This design comes from an exercise in tuning for small area on the open sky130 flow, not from production work.
In this exercise RTL edits were held to simulation tests only and were not proved equivalent to the original.
No activity file was given, so power comes from the tool's default toggle rates.

### flow/run.sh
#!/bin/bash
# synth_recipe.tcl (not shown) runs the flow's synth.tcl, then flattens the netlist and writes it again
# the make line also repeats each setting of config.mk as NAME=value (left out here)
make -C /OpenROAD-flow-scripts/flow DESIGN_CONFIG=/design/flow/config.mk WORK_HOME=/design/flow/orfs CLKGATE_MAP_FILE= SYNTH_SCRIPT=/design/flow/synth_recipe.tcl finish
### flow/config.mk
export PLATFORM = sky130hd
export DESIGN_NAME = gppm_top
export DESIGN_NICKNAME = gppm_top
export VERILOG_FILES = /design/flow/design.v
export SDC_FILE = /design/flow/constraint.sdc
export NUM_CORES = 4
export LEC_CHECK = 0
export CAP_MARGIN = 20
export CORE_MARGIN = 2
export CORE_UTILIZATION = 40
export SLEW_MARGIN = 20
### flow/constraint.sdc
create_clock -name core_clock -period 10.0 [get_ports {clk}]
set_input_delay 2.0000 -clock core_clock [delete_from_list [all_inputs] [get_ports {clk}]]
set_output_delay 2.0000 -clock core_clock [all_outputs]
set_load 0.01 [all_outputs]
### flow/design.v
`timescale 1ns / 1ps
module reg_file(
    input clk,
    input write_enabled,
    input [2:0] ra1,
    input [2:0] ra2,
    input [2:0] wa,
	 input [31:0] wd,
    output[31:0] rd1,
    output [31:0] rd2
    );
	reg [31:0] registers [0:7];
	assign rd1 = registers[ra1];
	assign rd2 = registers[ra2];
	always @ (posedge clk)
	begin
		if(write_enabled)
			registers[wa] <= wd; 
	end
endmodule
`timescale 1ns / 1ps
module FSM (
  input wire clk,
  input wire reset,
  output reg [2:0] ra1,
  output reg [2:0] ra2,
  output wire rf_we,
  output reg [2:0] wa,
  output reg [31:0] imm,
  output reg [1:0] wd_sel,
  output reg [2:0] alu_op,
  output wire ld_we,
  output wire c_enable,
  output wire c_limit_we,
  output wire c_reset,
  input wire isZero,
  input wire limit_reached
);
  parameter 
  init_leds         = 8'b00010000,  
  check_leds        = 8'b00000000,  
  init_counter      = 8'b00110000,  
  init_led_limit    = 8'b01010000,  
  init_shift_offset = 8'b01110000,  
  set_counter       = 8'b00000110,  
  set_leds          = 8'b00001000,  
  shift_led         = 8'b10010000,  
  stop              = 8'b00100000,  
  waitCounter       = 8'b00000001;  
  reg [7:0] state;
  reg [7:0] nextstate;
  always @* begin
    nextstate = state;  
    case (state)
      init_leds        : begin
        begin
          nextstate = init_led_limit;
        end
      end
      check_leds       : begin
        if (!isZero) begin
          nextstate = shift_led;
        end
        else if (isZero) begin
          nextstate = stop;
        end
      end
      init_counter     : begin
        begin
          nextstate = init_shift_offset;
        end
      end
      init_led_limit   : begin
        begin
          nextstate = init_counter;
        end
      end
      init_shift_offset: begin
        begin
          nextstate = set_leds;
        end
      end
      set_counter      : begin
        begin
          nextstate = waitCounter;
        end
      end
      set_leds         : begin
        begin
          nextstate = set_counter;
        end
      end
      shift_led        : begin
        begin
          nextstate = set_leds;
        end
      end
      stop             : begin
        begin
          nextstate = stop;
        end
      end
      waitCounter      : begin
        if (!limit_reached) begin
          nextstate = waitCounter;
        end
        else if (limit_reached) begin
          nextstate = check_leds;
        end
      end
    endcase
  end
  assign c_enable = state[0];
  assign c_limit_we = state[1];
  assign c_reset = state[2];
  assign ld_we = state[3];
  assign rf_we = state[4];
  always @(posedge clk or posedge reset) begin
    if (reset)
      state <= init_leds;
    else
      state <= nextstate;
  end
  always @(posedge clk or posedge reset) begin
    if (reset) begin
      alu_op[2:0] <= 3'b000;
      imm[31:0] <= 32'h1;
      ra1[2:0] <= 3'b000;
      ra2[2:0] <= 3'b000;
      wa[2:0] <= 3'b000;
      wd_sel[1:0] <= 2'b00;
    end
    else begin
      alu_op[2:0] <= 3'b000;  
      imm[31:0] <= 32'h0;  
      ra1[2:0] <= 3'b000;  
      ra2[2:0] <= 3'b000;  
      wa[2:0] <= 3'b000;  
      wd_sel[1:0] <= 2'b00;  
      case (nextstate)
        init_leds        : begin
          imm[31:0] <= 32'h1;
        end
        check_leds       : begin
          alu_op[2:0] <= 3'b011;
          ra2[2:0] <= 3'b001;
        end
        init_counter     : begin
          imm[31:0] <= 32'h61A8;  
          wa[2:0] <= 3'b010;
        end
        init_led_limit   : begin
          imm[31:0] <= 32'h80;
          wa[2:0] <= 3'b001;
        end
        init_shift_offset: begin
          imm[31:0] <= 32'h1;
          wa[2:0] <= 3'b011;
        end
        set_counter      : begin
          ra1[2:0] <= 3'b010;
        end
        shift_led        : begin
          alu_op[2:0] <= 3'b100;
          ra2[2:0] <= 3'b011;
          wd_sel[1:0] <= 2'b10;
        end
      endcase
    end
  end
endmodule
`timescale 1ns / 1ps
module counter(
	 input clk,
	 input reset,
    input [31:0] limit,
    input limit_we,
    input enable,
    output reg limit_reached
    );
	reg [31:0] count_limit;
	reg [31:0] count;
	reg counting;
	always @ (posedge clk)
	begin
		counting <= enable && !limit_reached;
		if(reset)
		begin
			count <= 32'b0;
			counting <= 0;
			limit_reached <= 0;
		end
		if(limit_we)
		begin
			count_limit <= limit;
		end
		if(counting)
		begin
			if(count < count_limit)
			begin
				count <= count + 1;
			end
			else
			begin
				counting <= 0;
				limit_reached <= 1;
			end
		end
	end
endmodule
`timescale 1ns / 1ps
module ALU(
    input [31:0] op1,
    input [31:0] op2,
	 input [2:0] operator,
    output reg [31:0] result,
    output reg isZero
    );
	parameter
		ADD = 3'b000,
		SUB = 3'b001,
		GREATER_THAN = 3'b010,
		LESS_THAN = 3'b011,
		LEFT_SHIFT = 3'b100,
		RIGHT_SHIFT = 3'b101;
	always @ (op1 or op2 or operator)
	begin
		case(operator)
			ADD: result = op1 + op2;
			SUB: result = op1 - op2;
			GREATER_THAN: result = op1 > op2;
			LESS_THAN: result = op1 < op2;
			LEFT_SHIFT: result = op1 << op2;
			RIGHT_SHIFT: result = op1 >> op2;
			default: result = 32'hX;
		endcase
	end
	always @ (result)
	begin
		isZero = (result == 0);
	end
endmodule
`timescale 1ns / 1ps
module gppm_top (
	input clk,
	input reset,
	input [7:0] sw,
	output reg [7:0] leds
);
reg rf_we;
reg [2:0] ra1;
reg [2:0] ra2;
reg [2:0] wa;
reg [31:0] wd;
reg [31:0] rd1;
reg [31:0] rd2;
wire rf_we_wire;
wire [2:0] ra1_wire;
wire [2:0] ra2_wire;
wire [2:0] wa_wire;
wire [31:0] rd1_wire;
wire [31:0] rd2_wire;
reg_file rf(clk, rf_we, ra1, ra2, wa, wd, rd1_wire, rd2_wire);
reg [2:0] alu_operator;
reg [31:0] alu_result;
reg alu_isZero;
wire [2:0] alu_operator_wire;
wire [31:0] alu_result_wire;
wire alu_isZero_wire;
ALU alu(rd1, rd2, alu_operator, alu_result_wire, alu_isZero_wire);
reg c_reset;
reg [31:0] c_limit;
reg c_limit_we;
reg c_enable;
reg c_limit_reached;
wire c_reset_wire;
wire c_limit_reached_wire;
wire c_limit_we_wire;
wire c_enable_wire;
counter counter(clk, c_reset, c_limit, c_limit_we, c_enable, c_limit_reached_wire);
reg [31:0] imm;
reg [1:0] wd_sel;
reg ld_we;
wire [31:0] imm_wire;
wire [1:0] wd_sel_wire;
wire ld_we_wire;
FSM fsm(clk, reset, ra1_wire, ra2_wire, rf_we_wire, wa_wire, imm_wire, wd_sel_wire, alu_operator_wire, ld_we_wire, c_enable_wire, c_limit_we_wire, c_reset_wire, alu_isZero, c_limit_reached);
always @ (*)
begin
	c_limit = rd1;
end
always @ (*)
begin
	alu_isZero = alu_isZero_wire;
end
always @ (*)
begin
	alu_result = alu_result_wire;
end
always @ (*)
begin
	c_limit_reached = c_limit_reached_wire;
end
always @ (*)
begin
	ra1 = ra1_wire;
	ra2 = ra2_wire;
	rd1 = rd1_wire;
	rd2 = rd2_wire;
	rf_we = rf_we_wire;
	wa = wa_wire;
	alu_operator = alu_operator_wire;
	ld_we = ld_we_wire;
	c_enable = c_enable_wire;
	c_limit_we = c_limit_we_wire;
	c_reset = c_reset_wire;
end
reg [7:0] leds_q;
always @ (posedge clk)
begin
	leds_q <= leds;
end
always @ (*)
begin
	if(ld_we)
		leds = rd1[7:0];
	else
		leds = leds_q;
end
always @ (*)
begin
	imm = imm_wire;
	wd_sel = wd_sel_wire;
	case(wd_sel)
		2'b00: wd = imm;
		2'b01: wd = sw;
		2'b10: wd = alu_result;
		2'b11: wd = rd1;
		default: wd = 32'hX;
	endcase
end
endmodule
==> results.toml <==
[outcome]
status = "no timing/DRC/antenna violations"

[sta]
fin_crit_sh_pct = 67.9
fmax_mhz = 147
grt_setup_unrepaired = "false"
timing.final.ws_setup_ps = 3210
finalClockSkew_ps = 9.45
slew_viol_final = 0
relSlewSlack_pct = 37.5
tightest_slew_ps = 936
tns_ps = 0
setup_violations = 0
fin_crit_ps = 6790
final-hold-violation-count = 0

[drt]
wirelength_um = 39000
drt_iter0_drc = 1000
ant_nets = 0
vias_per_cell = 5.85
avgRoutedWirePerCell_um = 20.4
drt-pass1-iter-count = 6
vias = 11200
drc_errors = 0

[final_layout]
drive_gt1_share_pct = 10.1
nets = 1540
fillers = 3439
area_growth_syn_to_layout_pct = 8.39
final_util_pct = 44.1
diodes = 0

[min_path]
min_to = "counter.counting"
min-delay-start = "counter.limit_reached"
hold_path_class = "register to register"
whs_path_depth = 1

[critical_path]
critical-path-top-delay-family = "compound AO/OA/AOI/OAI gates"
cp-startpoint = "fsm.ra2[0]"
cp-start-kind = "register"
crit_path_max_incr_delay_ps = 800
cp_num_cells = 16
rr_endpoint = "fsm.state[4]"
r2r_cells = 16
reg2reg_slack_ps = 3210
crit_top_cell = "o311a_1"
worst-path-max-fanout = 38
cp.arrival_ps = 7260
r2r-start = "fsm.ra2[0]"
worstPathRequired_ps = 10460
cp.buffers_inverters = 2
slowest_stage = "clkinv_1"
criticalPathCategory = "register to register"
endpoint_kind = "register"
path_cells = "buf_4 -> mux2i_1 -> mux2_2 -> clkinv_1 -> ha_1 -> o311a_1 -> nor4_1 -> o311a_1 -> o31ai_2 -> nor3_1 -> xnor2_1 -> a21o_1 -> a2111oi_0 -> and4_1 -> nand4b_2 -> a221o_1"

[global_route]
use_met2_pct = 31.7
gr-usage-met3_pct = 3.30
grt.overflow.total = 0
grt.busiest_layer = "met2"
grt_antenna_before_repair = 0
grt_pass1_wl_um = 61300
grt_max_degree = 52
grt_pass1_vias = 10700
met1_usage_pct = 29.3
grt_usage_pct = 20.4

[synthesis]
synth_fp_nets = 1558
yosysUniqueCellTypes = 85
synth_edf_count = 160
synth_flop_cell = "edfxtp_1"
synth_cells = 1450
syn_area_um2 = 14600
seq_area_frac_synth_pct = 41.7
yosysTopAreaCellShare_pct = 33.0
ys_warn_count = 5
postSynthAreaPerCell_um2 = 10.0
ys_top_cells_by_area = "edfxtp_1, ha_1, dfxtp_1"
ys_seq_elements = 219
async_flop_share_pct = 7.76
synth_largest_area_cell = "edfxtp_1"

[power]
max-vdd-ir-drop_mv = 0.205
p_leak_nw = 5.94
p_per_area_nw_per_um2 = 115

[job]
cap_violations = 0

[placement]
portBuffers = 9
place_congestion = 0.949
dp_slack_ps = 3370
dpl.hpwl_um = 28400

[clock_tree]
cts_tree = "yes"
clk_path_buf_depth = 3
ctsResizeCount = 0
clkLatencyLatePin_ps = 540
htree_levels = 1
cts_buffers = 24
ctsHoldBuffers = 0
cts_num_sinks = 219
ctsRootBufferMaster = "clkbuf_16"
clk_pin_slew_ps = 60
postCtsSetupBuffers = 0

[floorplanning]
fp.dieH_um = 195
ios = 18
start_util_pct = 40.7
core_area_um2 = 35700
die_x_um = 195
num_rows = 69
dieArea_um2 = 37900
==> per-stage QoR <==
step / cells / power [mW] / hold slack (ps) / area (µm²)
floorplan: 1450 / 0.983 / 399 / 14600
global placement: 1867 / 0.983 / 412 / 15000
detailed placement: 1867 / 0.983 / 425 / 15000
CTS: 1910 / 1.85 / 434 / 15800
global route: 1910 / 1.88 / 470 / 15800
finish: 1910 / 1.82 / 431 / 15800
==> worst max path at each step <==
| stage | end |
|---|---|
| floorplan | fsm.state[4] |
| global placement | fsm.state[4] |
| detailed placement | fsm.state[4] |
| CTS | fsm.state[4] |
| global route | fsm.state[4] |
| finish | fsm.state[4] |
==> cell families after synthesis <==
family,Yosys count,share of synthesized area (%)
and+or+nand+nor,427,14.3
AOI/OAI and AO/OA,362,15.9
DFF,219,41.7
buffers and inverters,186,5.60
muxes,130,12.3
adders and majority gates,98,8.48
xor gates and xnor gates,28,1.68
==> state kept, by name, summed over array words and instances, names as in the netlist <==
name / flops
counter.count_limit: 32
fsm.wa: 2
fsm.alu_op: 1
leds_q: 8
fsm.state: 8
fsm.imm: 3
rf.registers: 128
fsm.ra2: 2
counter.count: 32
counter.limit_reached: 1
counter.counting: 1
fsm.ra1: 1
==> per-layer routing <==
metal / up-vias / part of all wire (%)
met2: 365 / 44
met1: 5388 / 47
met5: - / 0
li1: 5353 / -
met4: 0 / 3.2
met3: 64 / 6.3
==> cells in the mapped netlist, types with 28 or more instances <==
| master | number |
|---|---|
| nand2_1 | 95 |
| mux2_2 | 39 |
| inv_1 | 113 |
| mux4_2 | 30 |
| nand4_1 | 29 |
| nor2_1 | 133 |
| o21ai_0 | 102 |
| mux2i_1 | 55 |
| a21oi_1 | 94 |
| clkbuf_1 | 42 |
| edfxtp_1 | 160 |
| dfxtp_1 | 42 |
| ha_1 | 97 |
| nor3_1 | 28 |
==> cell usage in the layout, fill, tap and decap left out, types with 27 or more instances in the layout <==
| master | synthesis | final |
|---|---|---|
| a21oi_1 | 94 | 94 |
| clkbuf_16 | 0 | 27 |
| dfxtp_1 | 42 | 42 |
| edfxtp_1 | 160 | 160 |
| ha_1 | 97 | 97 |
| inv_1 | 113 | 113 |
| mux2_2 | 39 | 39 |
| mux2i_1 | 55 | 55 |
| mux4_2 | 30 | 30 |
| nand2_1 | 95 | 95 |
| nand4_1 | 29 | 29 |
| nor2_1 | 133 | 132 |
| nor3_1 | 28 | 28 |
| o21ai_0 | 102 | 102 |
==> cell type report <==
class,instances,area [µm²],area share (%)
well taps,461,577,3.66
clock inverters,11,70.1,0.444
repair buffers,27,225,1.43
clock buffers,32,704,4.47
inverters,115,432,2.74
multi-input cells,1045,7690,48.7
flip-flops and latches,219,6080,38.5
==> where the power goes <==
group / total, mW / leakage [nW] / internal [mW] / switching, mW
Combinational: 0.00184 / 3.95 / 0.000371 / 0.00147
Sequential: 0.962 / 1.62 / 0.962 / 0
Clock: 0.856 / 0.374 / 0.496 / 0.360

re-timing with driven ports:
Ports are ideal in the flow. The routed layout listed here was re-timed in OpenROAD. Step 1: set_driving_cell puts a clkbuf_16 on clk and a buf_2 on each other input, an assumption about the parent block. Step 2 times the ports against the registers' clock, not the clock port: input delays grow and output delays shrink by t, the midpoint of the rising clock arrivals with the driver on. Three values: no drivers, after step 1, after step 2; two values: the first two.
t (ns): 0.587
setup WS [ns]: 3.208 / 3.208 / 3.208
worst setup path after step 2: register to register
worst slew at a driven data input, ns: 0.04
pins driven straight from the clock port: 1
After both steps this run still meets setup and hold. The setup slack of this run moves by 0.000 ns with the drivers and by 0.000 ns with both steps.
